This is an optimization exercise on Yosys and OpenROAD, whose aim is small area, not a production implementation. Where RTL was checked, it was by simulation tests only, not by an equivalence proof against the original. Power and IR drop assume default switching activity.

==> flow/design.v <==
module crc_n(
   input  [31:0] q,
   input  [7:0]  t,
   output [31:0] nxt
);
wire [31:0] f;
assign f[0]  = t[0] ^ t[6];
assign f[1]  = t[0] ^ t[1] ^ t[6] ^ t[7];
assign f[2]  = t[0] ^ t[1] ^ t[2] ^ t[6] ^ t[7];
assign f[3]  = t[1] ^ t[2] ^ t[3] ^ t[7];
assign f[4]  = t[0] ^ t[2] ^ t[3] ^ t[4] ^ t[6];
assign f[5]  = t[0] ^ t[1] ^ t[3] ^ t[4] ^ t[5] ^ t[6] ^ t[7];
assign f[6]  = t[1] ^ t[2] ^ t[4] ^ t[5] ^ t[6] ^ t[7];
assign f[7]  = t[0] ^ t[2] ^ t[3] ^ t[5] ^ t[7];
assign f[8]  = t[0] ^ t[1] ^ t[3] ^ t[4];
assign f[9]  = t[1] ^ t[2] ^ t[4] ^ t[5];
assign f[10] = t[0] ^ t[2] ^ t[3] ^ t[5];
assign f[11] = t[0] ^ t[1] ^ t[3] ^ t[4];
assign f[12] = t[0] ^ t[1] ^ t[2] ^ t[4] ^ t[5] ^ t[6];
assign f[13] = t[1] ^ t[2] ^ t[3] ^ t[5] ^ t[6] ^ t[7];
assign f[14] = t[2] ^ t[3] ^ t[4] ^ t[6] ^ t[7];
assign f[15] = t[3] ^ t[4] ^ t[5] ^ t[7];
assign f[16] = t[0] ^ t[4] ^ t[5];
assign f[17] = t[1] ^ t[5] ^ t[6];
assign f[18] = t[2] ^ t[6] ^ t[7];
assign f[19] = t[3] ^ t[7];
assign f[20] = t[4];
assign f[21] = t[5];
assign f[22] = t[0];
assign f[23] = t[0] ^ t[1] ^ t[6];
assign f[24] = t[1] ^ t[2] ^ t[7];
assign f[25] = t[2] ^ t[3];
assign f[26] = t[0] ^ t[3] ^ t[4] ^ t[6];
assign f[27] = t[1] ^ t[4] ^ t[5] ^ t[7];
assign f[28] = t[2] ^ t[5] ^ t[6];
assign f[29] = t[3] ^ t[6] ^ t[7];
assign f[30] = t[4] ^ t[7];
assign f[31] = t[5];
assign nxt = {q[23:0], 8'h00} ^ f;
endmodule
module ethsend(
   input             clk,
   input             clr,
   input             txena,       
   output            txdone,      
   output            txen,        
   output     [7:0]  dataout,     
   input      [15:0] txbdata,     
   output     [9:0]  txbaddr,     
   input      [10:0] txcntb,      
   input             skipb        
);
localparam IDLE  = 3'd0;
localparam START = 3'd1;
localparam PRE   = 3'd2;
localparam DATA  = 3'd3;
localparam TAIL  = 3'd4;    
localparam DONE  = 3'd5;
reg  [2:0]  st;
reg  [10:0] p;              
reg  [31:0] crc;
wire s_idle = (st == IDLE);
wire s_pre  = (st == PRE);
wire s_data = (st == DATA);
wire s_tail = (st == TAIL);
assign txbaddr = p[10:1];
assign txdone  = (st == DONE);
assign txen    = s_pre | s_data | (s_tail & (p[3:2] == 2'b00));
wire [7:0]  dbyte  = p[0] ? txbdata[15:8] : txbdata[7:0];
wire        sfd    = (p[2:0] == {~skipb, 1'b1, ~skipb});
wire [10:0] last_p = ~txcntb + {9'd0, skipb, skipb};
wire        last   = (p == last_p);
assign dataout = s_pre  ? {sfd, 7'h55} :
                 s_data ? dbyte :
                 ~{crc[24], crc[25], crc[26], crc[27], crc[28], crc[29], crc[30], crc[31]};
wire [7:0]  t = {8{s_data}} & (crc[31:24] ^
                {dbyte[0], dbyte[1], dbyte[2], dbyte[3], dbyte[4], dbyte[5], dbyte[6], dbyte[7]});
wire [31:0] crc_nxt;
crc_n crc_tx(.q(crc), .t(t), .nxt(crc_nxt));
always @(posedge clk) begin
   crc <= (s_data | s_tail) ? crc_nxt : 32'hFFFFFFFF;
   if (s_idle)
      p <= {7'h7F, skipb, ~skipb, 1'b1, ~skipb};
   else if (s_data & last)
      p <= 11'd0;
   else
      p <= p + 1'b1;
   if (clr)
      st <= IDLE;
   else case (st)
      IDLE:  if (txena) st <= START;
      START: st <= PRE;
      PRE:   if (sfd) st <= DATA;
      DATA:  if (last) st <= TAIL;
      TAIL:  if (p[3:0] == 4'hF) st <= DONE;
      DONE:  if (~txena) st <= IDLE;
      default: st <= IDLE;
   endcase
end
endmodule
module ethreceive(
   input             clk,
   input             clr,
   input             rxena,
   input      [7:0]  datain,
   input             rxdv,
   input             rxer,
   input             rxdone,
   output     [10:0] rxcntb,
   output     [9:0]  rxbaddr,
   output     [15:0] rxbdata,
   output reg        rxwrn,
   output reg        rxrdy,
   output reg        err_gen,
   output reg        err_crc,
   output     [47:0] mac_data,
   output reg        mac_rdy,
   input             cmp_done,
   input             cmp_res,
   output reg [1:0]  sfrtyp
);
localparam IDLE    = 3'd0;
localparam SIX_55  = 3'd1;
localparam SPD_D5  = 3'd2;
localparam RX_DATA = 3'd3;
localparam RX_LAST = 3'd4;
localparam RX_CRC  = 3'd5;
localparam CHK_MAC = 3'd6;
localparam FINISH  = 3'd7;
reg  [2:0]  st;
reg  [10:0] n;
reg  [47:0] recmac;
reg  [7:0]  hi, lo;
reg  [5:0]  tmo;
reg         crc_bad;
reg  [31:0] crc;
wire s_data = (st == RX_DATA);
wire s_last = (st == RX_LAST);
wire byte_ok = s_data & rxdv & ~rxer;
wire n3 = (n == 11'd3);
assign mac_data = recmac;
assign rxbaddr  = n[10:1];
assign rxcntb   = {n[10:1] - 1'b1, n[0]};
assign rxbdata  = {hi & {8{~s_last}}, lo};
wire [7:0]  t = crc[31:24] ^ {datain[0], datain[1], datain[2], datain[3],
                              datain[4], datain[5], datain[6], datain[7]};
wire [31:0] crc_nxt;
crc_n crc_rx(.q(crc), .t(t), .nxt(crc_nxt));
always @(posedge clk) begin
   crc <= s_data ? crc_nxt : 32'hFFFFFFFF;
   if (s_data) crc_bad <= (crc != 32'hC704DD7B);
   if (byte_ok & ~mac_rdy) recmac <= {datain, recmac[47:8]};
   if (byte_ok & ~n[0]) lo <= datain;
   if (byte_ok &  n[0]) hi <= datain;
   if (st == RX_CRC) tmo <= 6'd0;
   else if (st == CHK_MAC) tmo <= tmo + 1'b1;
   case (st)
      IDLE, SPD_D5: n <= 11'h7FE;
      SIX_55:  n <= n + 1'b1;
      RX_DATA: if (byte_ok) n <= n + 1'b1;
      default: ;
   endcase
   if (clr) begin
      st <= IDLE;
      rxrdy <= 1'b0;
      err_gen <= 1'b0;
      err_crc <= 1'b0;
      rxwrn <= 1'b0;
      mac_rdy <= 1'b0;
      sfrtyp <= 2'b00;
   end
   else begin
      case (st)
         IDLE: begin
            rxwrn <= 1'b0;
            mac_rdy <= 1'b0;
            sfrtyp <= 2'b00;
            if (rxdv & rxena & (datain == 8'h55)) begin
               err_gen <= 1'b0;
               err_crc <= 1'b0;
               st <= SIX_55;
            end
         end
         SIX_55: begin
            if (~rxer & rxdv & (datain == 8'h55)) begin
               if (n3) st <= SPD_D5;
            end
            else begin
               err_gen <= 1'b1;
               st <= IDLE;
            end
         end
         SPD_D5: begin
            if (~rxer & rxdv & (datain == 8'hD5))
               st <= RX_DATA;
            else begin
               err_gen <= 1'b1;
               st <= IDLE;
            end
         end
         RX_DATA: begin
            if (rxwrn & (n[10:1] == 10'd6)) begin
               if ({hi, lo} == 16'o0220) sfrtyp <= 2'b01;
               if ({hi, lo} == 16'o1140) sfrtyp <= 2'b10;
            end
            if (rxer) begin
               err_gen <= 1'b1;
               st <= IDLE;
            end
            else if (rxdv) begin
               if (n3) mac_rdy <= 1'b1;
               rxwrn <= n[0];
            end
            else begin
               rxwrn <= 1'b0;
               st <= RX_LAST;
            end
         end
         RX_LAST: begin
            if (n[0] & ~rxwrn)
               rxwrn <= 1'b1;
            else begin
               rxwrn <= 1'b0;
               st <= RX_CRC;
            end
         end
         RX_CRC: begin
            if (crc_bad) err_crc <= 1'b1;
            st <= CHK_MAC;
         end
         CHK_MAC: begin
            if (cmp_done)
               st <= cmp_res ? FINISH : IDLE;
            else if (tmo == 6'd63)
               st <= IDLE;
         end
         FINISH: begin
            if (rxdone) begin
               rxrdy <= 1'b0;
               st <= IDLE;
            end
            else rxrdy <= 1'b1;
         end
      endcase
   end
end
endmodule
module delqa_ethmac(
   input          clk,         
   input          rst,         
   input          rx_ena,      
   input          loop,        
   input          skipb,       
   input          tx_req,      
   input          rx_done,     
   input  [10:0]  tx_cnt,      
   output [9:0]   txb_adr,     
   input  [15:0]  txb_dat,     
   output         tx_done,     
   output         e_txen,      
   output [7:0]   e_txd,       
   input          e_rxdv,      
   input          e_rxer,      
   input  [7:0]   e_rxd,       
   output         rxb_we,      
   output [9:0]   rxb_adr,     
   output [15:0]  rxb_dat,     
   output [10:0]  rx_cnt,      
   output         rx_rdy,      
   output         rx_err,      
   output         rx_crc_err,  
   output [1:0]   sfrtyp,      
   output         mac_rdy,     
   output [47:0]  mac_data,    
   input          cmp_done,    
   input          cmp_res      
);
wire        txens;
wire [7:0]  txdb;
assign e_txen = ~loop & txens;
assign e_txd  = txdb;
ethsend ethsendm(
   .clk(clk),
   .clr(rst),
   .txena(tx_req),
   .txdone(tx_done),
   .txen(txens),
   .dataout(txdb),
   .txbdata(txb_dat),
   .txbaddr(txb_adr),
   .txcntb(tx_cnt),
   .skipb(skipb)
);
ethreceive ethrcvm(
   .clk(clk),
   .clr(rst),
   .rxena(loop | rx_ena),
   .datain(loop ? txdb : e_rxd),
   .rxdv(loop ? txens : e_rxdv),
   .rxer(~loop & e_rxer),
   .rxdone(rx_done),
   .rxcntb(rx_cnt),
   .rxbaddr(rxb_adr),
   .rxbdata(rxb_dat),
   .rxwrn(rxb_we),
   .rxrdy(rx_rdy),
   .err_gen(rx_err),
   .err_crc(rx_crc_err),
   .mac_data(mac_data),
   .mac_rdy(mac_rdy),
   .cmp_done(cmp_done),
   .cmp_res(cmp_res),
   .sfrtyp(sfrtyp)
);
endmodule
export LEC_CHECK = 0
export CAP_MARGIN = 20
export CORE_MARGIN = 2
export CORE_UTILIZATION = 40
export SLEW_MARGIN = 20
create_clock -name core_clock -period 8.0 [get_ports {clk}]
run.sh (not shown) runs the stock make flow with config.mk's settings and CLKGATE_MAP_FILE= SYNTH_SCRIPT=/design/flow/synth_recipe.tcl, a recipe that flattens the netlist after the stock synthesis.
Edit:
--- a/flow/design.v
+++ b/flow/design.v
@@ -67,22 +67,28 @@
 assign txdone  = (st == DONE);
 assign txen    = s_pre | s_data | (s_tail & (p[3:2] == 2'b00));
 wire [7:0]  dbyte  = p[0] ? txbdata[15:8] : txbdata[7:0];
-wire        sfd    = (p[2:0] == {~skipb, 1'b1, ~skipb});
+wire        sfd    = (p[2:0] == 3'd7);
 wire [10:0] last_p = ~txcntb + {9'd0, skipb, skipb};
 wire        last   = (p == last_p);
 assign dataout = s_pre  ? {sfd, 7'h55} :
                  s_data ? dbyte :
                  ~{crc[24], crc[25], crc[26], crc[27], crc[28], crc[29], crc[30], crc[31]};
-wire [7:0]  t = {8{s_data}} & (crc[31:24] ^
-                {dbyte[0], dbyte[1], dbyte[2], dbyte[3], dbyte[4], dbyte[5], dbyte[6], dbyte[7]});
+wire [1:0]  u = p[1:0];
+wire [7:0]  tpre = {u == 2'd1 | u == 2'd3, u == 2'd0, 1'b0, u == 2'd3,
+                    u[1], u == 2'd0, u[0] ~^ u[1], u != 2'd0};
+wire [7:0]  t = s_data ? (crc[31:24] ^
+                {dbyte[0], dbyte[1], dbyte[2], dbyte[3], dbyte[4], dbyte[5], dbyte[6], dbyte[7]}) :
+                s_tail ? 8'h00 : tpre;
 wire [31:0] crc_nxt;
 crc_n crc_tx(.q(crc), .t(t), .nxt(crc_nxt));
 always @(posedge clk) begin
-   crc <= (s_data | s_tail) ? crc_nxt : 32'hFFFFFFFF;
+   crc <= crc_nxt;
    if (s_idle)
-      p <= {7'h7F, skipb, ~skipb, 1'b1, ~skipb};
+      p <= 11'h7F7;
    else if (s_data & last)
       p <= 11'd0;
+   else if (s_pre & sfd)
+      p <= {9'd0, skipb, skipb};
    else
       p <= p + 1'b1;
    if (clr)
@@ -142,12 +148,15 @@
 assign rxbaddr  = n[10:1];
 assign rxcntb   = {n[10:1] - 1'b1, n[0]};
 assign rxbdata  = {hi & {8{~s_last}}, lo};
-wire [7:0]  t = crc[31:24] ^ {datain[0], datain[1], datain[2], datain[3],
-                              datain[4], datain[5], datain[6], datain[7]};
+wire [1:0]  u = n[1:0];
+wire [7:0]  tpre = {u == 2'd2 | u == 2'd0, u == 2'd1, 1'b0, u == 2'd0,
+                    u == 2'd3 | u == 2'd0, u == 2'd1, u == 2'd1 | u == 2'd0, u != 2'd1};
+wire [7:0]  t = s_data ? (crc[31:24] ^ {datain[0], datain[1], datain[2], datain[3],
+                                        datain[4], datain[5], datain[6], datain[7]}) : tpre;
 wire [31:0] crc_nxt;
 crc_n crc_rx(.q(crc), .t(t), .nxt(crc_nxt));
 always @(posedge clk) begin
-   crc <= s_data ? crc_nxt : 32'hFFFFFFFF;
+   crc <= crc_nxt;
    if (s_data) crc_bad <= (crc != 32'hC704DD7B);
    if (byte_ok & ~mac_rdy) recmac <= {datain, recmac[47:8]};
    if (byte_ok & ~n[0]) lo <= datain;
Outcome: The new run produced a clean layout. Clock power increases by 7.1%. Power grows by 39%. Worst setup slack improves by 0.71 ns. Wire length falls by 4.6%. Sequential share of layout area went up by 0.56 points. Via count shrinks by 2.6%. Die area goes down by 2.4%. Design area decreases by 1.5%. Clock skew stays flat. Utilization rose by 0.84 points. Synthesized cell count fell by 3.1%. Sequential power is higher by 24%. Cell count drops by 1.8%. Clock-buffer cell count falls by 1.
The RTL of the first run of this note was laid out without a check of its function.

static timing again, ports no longer ideal:
Ports are ideal in the flow. The routed layouts listed here were re-timed in OpenROAD.
Step 1, drivers: a clkbuf_16 drives clk and a buf_2 each remaining input, both assumed.
Step 2 times the ports against the registers' clock, not the clock port: input delays grow and output delays shrink by t, the midpoint of the rising clock arrivals with the driver on.
Three values: no drivers, after step 1, after step 2; two values: the first two.
| run | shift t [ns] | setup WS [ns] | hold WS [ns] | slew at the worst register clock pin (ns) |
|---|---|---|---|---|
| the first run | 0.469 | 2.434 / 2.391 / 2.391 | 0.448 / 0.448 / 0.448 | 0.07 / 0.07 |
| the second run | 0.466 | 3.144 / 3.118 / 3.118 | 0.427 / 0.427 / 0.427 | 0.08 / 0.08 |
After both steps setup and hold are still met in every run listed. The setup slack of the first run, which loses most, moves by -0.043 ns with the drivers and by -0.043 ns with both steps.
